This is an optimization exercise on Yosys and OpenROAD, whose aim is small area, not a production implementation.
Function was checked by simulation only, so behaviour that the tests miss may differ from the original.
No activity file was given, so power comes from the tool's default toggle rates.

Setup of alpha:
==> flow/design.v <==
`timescale 1ns / 1ps
module ddr_main (
    input        clk,
    input        rst,
    input        btnU,
    input        btnD,
    input        btnL,
    input        btnR,
    input  [7:0] sw,
    output [7:0] led,
    output [6:0] seg,
    output [3:0] an
);
localparam [1:0] ST_GAME = 2'd0, ST_PAUSE = 2'd1, ST_RESET = 2'd2;
reg [1:0] state;
wire s_game  = (state == ST_GAME);
wire s_pause = (state == ST_PAUSE);
wire s_reset = (state == ST_RESET);
reg [2:0] pu, pd, pl, pr;
reg isU, isD, isL, isR;
always @(posedge clk)
    if (rst) begin
        pu <= 0; pd <= 0; pl <= 0; pr <= 0;
        isU <= 0; isD <= 0; isL <= 0; isR <= 0;
    end else begin
        pu <= {btnU, pu[2:1]};
        pd <= {btnD, pd[2:1]};
        pl <= {btnL, pl[2:1]};
        pr <= {btnR, pr[2:1]};
        isU <= ~pu[0] & pu[1];
        isD <= ~pd[0] & pd[1];
        isL <= ~pl[0] & pl[1];
        isR <= ~pr[0] & pr[1];
    end
wire game_rst   = pr[2] | pr[1];
wire combo_hold = pl[2] | pl[1];
reg combo_en;
always @(posedge clk)
    if (rst) begin
        state <= ST_RESET;
        combo_en <= 1'b0;
    end else begin
        state <= sw[0] ? (game_rst ? ST_RESET : ST_PAUSE) : ST_GAME;
        combo_en <= sw[0] & combo_hold;
    end
reg ddv, den;
reg [7:0] dv;
always @(posedge clk)
    if (rst || s_reset) begin
        ddv <= 1'b0;
        den <= 1'b0;
        dv <= 8'd0;
    end else begin
        ddv <= ~ddv;
        den <= ddv;
        if (den) dv <= dv + 8'd1;
    end
wire met  = |dv;                  
wire tick = (dv == 8'd1) & ddv;   
reg [6:0] rr;
reg nb;
always @(posedge clk)
    if (rst) begin
        rr <= 7'd0;
        nb <= 1'b0;
    end else if (s_reset) begin
        rr <= sw[7:1];
        nb <= 1'b0;
    end else if (tick) begin
        nb <= ~(rr[6] ^ rr[5]);
        rr <= {nb, rr[6:1]};
    end
reg [3:0] next_mask;
always @* begin
    case (rr % 7'd11)
        7'd0:  next_mask = 4'b1000;
        7'd1:  next_mask = 4'b0100;
        7'd2:  next_mask = 4'b0010;
        7'd3:  next_mask = 4'b0001;
        7'd4:  next_mask = 4'b1100;
        7'd5:  next_mask = 4'b1010;
        7'd6:  next_mask = 4'b1001;
        7'd7:  next_mask = 4'b0110;
        7'd8:  next_mask = 4'b0101;
        7'd9:  next_mask = 4'b0011;
        default: next_mask = 4'b0000;
    endcase
end
reg [2:0] pm;
reg isM;
always @(posedge clk)
    if (rst) begin
        pm <= 0;
        isM <= 0;
    end else begin
        pm <= {met, pm[2:1]};
        isM <= ~pm[0] & pm[1];
    end
reg [3:0] q0, q1, q2, q3;
always @(posedge clk)
    if (rst || s_reset) begin
        q0 <= 0; q1 <= 0; q2 <= 0; q3 <= 0;
    end else if (s_game && isM) begin
        q3 <= q2; q2 <= q1; q1 <= q0; q0 <= next_mask;
    end
reg [3:0] keys;
reg hitC, hitI;
reg [3:0] k;
reg c, i;
always @* begin
    k = keys; c = hitC; i = hitI;
    if (isM) begin
        k = 4'd0; c = 1'b0; i = 1'b0;
    end
    if (s_game) begin
        if (met && !c && !i) begin
            if (isU) begin if (!k[3] && !(k[2]&k[1]) && !(k[2]&k[0]) && !(k[1]&k[0])) k[3] = 1'b1; else i = 1'b1; end
            if (isD) begin if (!k[2] && !(k[3]&k[1]) && !(k[3]&k[0]) && !(k[1]&k[0])) k[2] = 1'b1; else i = 1'b1; end
            if (isL) begin if (!k[1] && !(k[3]&k[2]) && !(k[3]&k[0]) && !(k[2]&k[0])) k[1] = 1'b1; else i = 1'b1; end
            if (isR) begin if (!k[0] && !(k[3]&k[2]) && !(k[3]&k[1]) && !(k[2]&k[1])) k[0] = 1'b1; else i = 1'b1; end
            if (k == q3)
                c = 1'b1;
            else if (k != 4'd0 && (k & ~q3) != 4'd0)
                i = 1'b1;
        end else if (!met) begin
            if (isU | isD | isL | isR) i = 1'b1;
            if (!i && !c) i = 1'b1;
        end
    end
end
always @(posedge clk)
    if (rst) begin
        keys <= 0; hitC <= 0; hitI <= 0;
    end else begin
        keys <= k; hitC <= c; hitI <= i;
    end
reg [2:0] pc, pi;
reg isC, isI;
always @(posedge clk)
    if (rst) begin
        pc <= 0; pi <= 0; isC <= 0; isI <= 0;
    end else begin
        pc <= {hitC, pc[2:1]};
        pi <= {hitI, pi[2:1]};
        isC <= ~pc[0] & pc[1];
        isI <= ~pi[0] & pi[1];
    end
reg [4:0] sT, cT;
reg [3:0] sH, sE, sO, cH, cE, cO;
reg [1:0] mul;    
wire ge4  = (cT != 0) | (cH != 0) | (cE != 0) | (cO >= 4);
wire ge10 = (cT != 0) | (cH != 0) | (cE != 0);
wire ge15 = (cT != 0) | (cH != 0) | (cE >= 2) | ((cE == 1) & (cO >= 5));
reg [1:0] mul_n;
always @* begin
    mul_n = mul;
    if (isC) mul_n = ge15 ? 2'd3 : ge10 ? 2'd2 : ge4 ? 2'd1 : 2'd0;
    if (isI) mul_n = 2'd0;
end
wire [3:0] addv = isC ? (4'd1 << mul_n) : 4'd0;
wire [4:0] so_s = sO + addv;
wire       so_c = (so_s >= 10);
wire [3:0] so_n = so_c ? so_s - 5'd10 : so_s[3:0];
wire [3:0] se_s = sE + so_c;
wire       se_c = (se_s == 10);
wire [3:0] se_n = se_c ? 4'd0 : se_s;
wire [3:0] sh_s = sH + se_c;
wire       sh_c = (sh_s == 10);
wire [3:0] sh_n = sh_c ? 4'd0 : sh_s;
wire [4:0] st_n = sT + sh_c;
wire s_wrap = (st_n == 16) & (sh_n == 3) & ((se_n == 9) | ((se_n == 8) & (so_n >= 4)));
wire [3:0] sw_o = (se_n == 9) ? so_n + 4'd6 : so_n - 4'd4;
wire cwrap = (cT == 16) & (cH == 3) & (cE == 8) & (cO == 3);
wire co_c  = (cO == 9);
wire ce_c  = co_c & (cE == 9);
wire ch_c  = ce_c & (cH == 9);
always @(posedge clk)
    if (rst || s_reset) begin
        sT <= 0; sH <= 0; sE <= 0; sO <= 0;
        cT <= 0; cH <= 0; cE <= 0; cO <= 0;
        mul <= 2'd0;
    end else begin
        mul <= mul_n;
        if (s_game) begin
            if (s_wrap) begin
                sT <= 0; sH <= 0; sE <= 0; sO <= sw_o;
            end else begin
                sT <= st_n; sH <= sh_n; sE <= se_n; sO <= so_n;
            end
        end
        if (isI) begin
            cT <= 0; cH <= 0; cE <= 0; cO <= (s_game & isC) ? 4'd1 : 4'd0;
        end else if (s_game & isC) begin
            if (cwrap) begin
                cT <= 0; cH <= 0; cE <= 0; cO <= 0;
            end else begin
                cO <= co_c ? 4'd0 : cO + 4'd1;
                if (co_c) cE <= ce_c ? 4'd0 : cE + 4'd1;
                if (ce_c) cH <= ch_c ? 4'd0 : cH + 4'd1;
                if (ch_c) cT <= cT + 5'd1;
            end
        end
    end
reg dp2, dp1, disM;
always @(posedge clk)
    if (rst) begin
        dp2 <= 0; dp1 <= 0; disM <= 0;
    end else if (den) begin
        dp2 <= met;
        dp1 <= dp2;
        disM <= ~dp1 & dp2;
    end
reg dmode;            
reg [4:0] n0;
reg [3:0] n1, n2, n3;
reg [1:0] trk;
reg shown;
always @(posedge clk)
    if (rst) begin
        dmode <= 0; n0 <= 0; n1 <= 0; n2 <= 0; n3 <= 0;
        trk <= 0; shown <= 0;
    end else if (den) begin
        if (s_game && disM) begin
            dmode <= 1'b0;
            n0 <= {1'b0, q0}; n1 <= q1; n2 <= q2; n3 <= q3;
        end else if (s_pause) begin
            dmode <= 1'b1;
            if (combo_en) begin
                n0 <= cT; n1 <= cH; n2 <= cE; n3 <= cO;
            end else begin
                n0 <= sT; n1 <= sH; n2 <= sE; n3 <= sO;
            end
        end
        trk <= trk + 2'd1;
        shown <= 1'b1;
    end
reg [4:0] cur;
always @* begin
    case (trk)
        2'd0: cur = n0;
        2'd1: cur = {1'b0, n1};
        2'd2: cur = {1'b0, n2};
        default: cur = {1'b0, n3};
    endcase
end
reg [3:0] amask;
always @* begin
    if (!dmode) amask = cur[3:0];
    else case (cur)
        5'd10: amask = 4'b1000;
        5'd11: amask = 4'b0100;
        5'd12: amask = 4'b0010;
        5'd13: amask = 4'b0001;
        5'd14: amask = 4'b1100;
        5'd15: amask = 4'b1010;
        5'd16: amask = 4'b1001;
        default: amask = 4'b0000;
    endcase
end
reg [6:0] dseg;
always @* begin
    case (cur[3:0])
        4'd0: dseg = 7'b1000000;
        4'd1: dseg = 7'b1111001;
        4'd2: dseg = 7'b0100100;
        4'd3: dseg = 7'b0110000;
        4'd4: dseg = 7'b0011001;
        4'd5: dseg = 7'b0010010;
        4'd6: dseg = 7'b0000010;
        4'd7: dseg = 7'b1111000;
        4'd8: dseg = 7'b0000000;
        default: dseg = 7'b0011000;
    endcase
end
wire [6:0] aseg = {1'b1, ~amask[1], ~amask[1], ~amask[2], ~amask[0], ~amask[0], ~amask[3]};
wire is_digit = dmode & (cur < 5'd10);
assign seg = !shown ? 7'b1111111 : is_digit ? dseg : aseg;
assign an  = !shown ? 4'b1111 : ~(4'b1000 >> trk);
assign led = {4'b0001 << mul, hitC, hitI, state};
endmodule
clock: 16.0 ns
lec_check: 0
abc_area: 1
cap_margin: 20
core_margin: 2
core_utilization: 60
slew_margin: 20
standard.sh (not shown) runs the stock make flow with config.mk's settings and CLKGATE_MAP_FILE= SYNTH_SCRIPT=/design/flow/synth_recipe.tcl, a recipe that flattens the netlist after the stock synthesis.
==> flow/flow/run.sh <==
#!/bin/bash
# Own layout flow: the standard synthesis, then an area re-mapping of the
# combinational logic (registers untouched), then the standard layout steps
# with the clock tree built without dummy loads.
set -euo pipefail
W=$(pwd)
R=$W/orfs/results/${FLOW_PLATFORM}/ddr_main/base
YOSYS=yosys
if ! command -v yosys >/dev/null 2>&1; then
  YOSYS=$FLOW_HOME/../tools/install/yosys/bin/yosys
fi

bash standard.sh synth > $W/log_synth.txt 2>&1
cp $R/1_2_yosys.v $W/standard_synth.v
REOPT_IN=$W/standard_synth.v REOPT_OUT=$W/reopt.v REOPT_ABC=$W/flow/area.abc \
  $YOSYS -c $W/flow/reopt.tcl > $W/log_reopt.txt 2>&1
cp $W/reopt.v $R/1_2_yosys.v
touch $R/1_2_yosys.v

CTS="-sink_clustering_enable -repair_clock_nets -dont_use_dummy_load"
CTS="$CTS -buf_list sky130_fd_sc_hd__clkbuf_8 -sink_clustering_size 40 -sink_clustering_max_diameter 200"
BUF="-inputs -outputs -buffer_cell sky130_fd_sc_hd__buf_1"
bash standard.sh "CTS_ARGS=$CTS" "BUFFER_PORTS_ARGS=$BUF" finish > $W/log_layout.txt 2>&1
==> flow/flow/area.abc <==
strash
balance; rewrite; refactor; balance; rewrite; rewrite -z; balance; refactor -z; rewrite -z; balance
balance; rewrite; refactor; balance; rewrite; rewrite -z; balance; refactor -z; rewrite -z; balance
dch -f
amap
==> flow/flow/reopt.tcl <==
# Re-map the combinational logic of the standard synthesis netlist for area.
# Registers (and every other cell that is not plain combinational logic) are
# kept as they are, with their instance names.
yosys -import
set lib $::env(FLOW_HOME)/platforms/sky130hd/lib/sky130_fd_sc_hd__tt_025C_1v80.lib
set net $::env(REOPT_IN)
set out $::env(REOPT_OUT)
set script $::env(REOPT_ABC)

read_liberty -ignore_miss_func $lib
foreach m {sky130_fd_sc_hd__dfxtp_1 sky130_fd_sc_hd__conb_1} {
  blackbox =$m
}
read_verilog $net
hierarchy -top ddr_main
flatten -wb
opt_clean -purge
tee -o $::env(REOPT_OUT).before.txt stat -liberty $lib
abc -liberty $lib -dont_use *probe* -dont_use *lpflow* -script $script
opt_clean -purge
splitnets
opt_clean -purge
hilomap -singleton -hicell sky130_fd_sc_hd__conb_1 HI -locell sky130_fd_sc_hd__conb_1 LO
insbuf -buf sky130_fd_sc_hd__buf_4 A X
opt_clean -purge
tee -o $::env(REOPT_OUT).after.txt stat -liberty $lib
check
write_verilog -noattr -nohex -nodec -selected $out
diff inputs: alpha => beta
- ABC_AREA no longer set, was 1
diff --git a/flow/flow/run.sh b/flow/flow/run.sh
--- a/flow/flow/run.sh
+++ b/flow/flow/run.sh
@@ -21,3 +21,2 @@
 CTS="$CTS -buf_list sky130_fd_sc_hd__clkbuf_8 -sink_clustering_size 40 -sink_clustering_max_diameter 200"
-BUF="-inputs -outputs -buffer_cell sky130_fd_sc_hd__buf_1"
-bash standard.sh "CTS_ARGS=$CTS" "BUFFER_PORTS_ARGS=$BUF" finish > $W/log_layout.txt 2>&1
+bash standard.sh "CTS_ARGS=$CTS" finish > $W/log_layout.txt 2>&1
==> results.txt <==
beta: flow completed, timing, DRC and antenna clean. Count of cells along the worst register-to-register path went up by more than 10% going from alpha to beta. Against alpha as the reference, beta delivers a higher post-layout instance area. Note that the maximum number of pins on one net before global-route repair recorded for alpha amounts to 0.820 times the value seen in beta. Sequential share of layout area | beta below alpha. Compared with alpha, beta instantiates a larger number of cells. Delta (beta minus alpha): worst hold slack rose by 4.1 ps, overall global routing resource usage rose by 0.51 points. Sort alpha and beta by core utilization, ascending, and alpha comes first.
Changes in gamma relative to beta:
- CORE_UTILIZATION: 60 -> 40
==> flow/run.sh (new file) <==
#!/bin/bash
# synth_recipe.tcl (not shown) runs the flow's synth.tcl, then flattens the netlist and writes it again
# the make line also repeats each setting of config.mk as NAME=value (left out here)
make -C /OpenROAD-flow-scripts/flow DESIGN_CONFIG=/design/flow/config.mk WORK_HOME=/design/flow/orfs CLKGATE_MAP_FILE= SYNTH_SCRIPT=/design/flow/synth_recipe.tcl finish
removed: flow/flow/run.sh
removed: flow/flow/area.abc
removed: flow/flow/reopt.tcl
removed: flow/standard.sh
==> comparison <==
- Number of diodes came out exactly the same in gamma and beta.
- End of the critical path = seg[2]: beta; end of the critical path = seg[4]: gamma
- beta reports its dominant power group as registers while gamma reports the clock network.
- Taking beta as the reference, in gamma area overhead of the layout relative to synthesis now sits higher, net switching power of the design climbed 46%.
- Worst slack after detailed placement: gamma vs beta down 240 ps
Relative to gamma, the following input files were edited for delta:
- setting CTS_CLUSTER_SIZE to 100 for the first time
- setting ABC_AREA to 1 for the first time
- changing CORE_UTILIZATION from 40 to 70
- setting CTS_CLUSTER_DIAMETER to 500 for the first time
==> results.txt <==
For gamma, the most common library cell in the layout ignoring fill and taps was sky130_fd_sc_hd__dfxtp_1, unlike delta, where it was sky130_fd_sc_hd__nand2_1.
delta ended up with sO[3]$_SDFFE_PP0N_ as its critical path capture point; gamma ended up with seg[4].
The start-to-end type of the worst setup path comes out reg2reg in one run and reg2out in the other, namely in delta and gamma respectively.
From gamma to delta the numbers moved as follows: met3 demand-to-capacity share in global routing went up 2.5 points; inverter count went up about 340%; post-synthesis cell area went down 3.6%.

static timing again, ports no longer ideal:
The results above use ideal ports. As a check the final layouts listed here were re-extracted and re-timed, cells and wires unchanged. Step 1 (the two cells are an assumption about what drives the block):
set clk [get_ports {clk}]
set_driving_cell -lib_cell sky130_fd_sc_hd__clkbuf_16 $clk
set_driving_cell -lib_cell sky130_fd_sc_hd__buf_2 [delete_from_list [all_inputs] $clk]
Step 2 times the ports against the registers' clock, not the clock port: input delays grow and output delays shrink by t, the midpoint of the rising clock arrivals with the driver on. Three values: no drivers, after step 1, after step 2; two values: the first two.
run | shift t [ns] | slack for setup (ns) | worst slew at a driven data input, ns
alpha | 0.465 | 9.424 / 9.386 / 9.850 | 0.03
beta | 0.468 | 8.948 / 8.911 / 9.379 | 0.03
gamma | 0.463 | 8.730 / 8.684 / 9.147 | 0.04
delta | 0.567 | 8.216 / 8.216 / 8.216 | 0.03
After both steps every run listed still meets setup and hold.
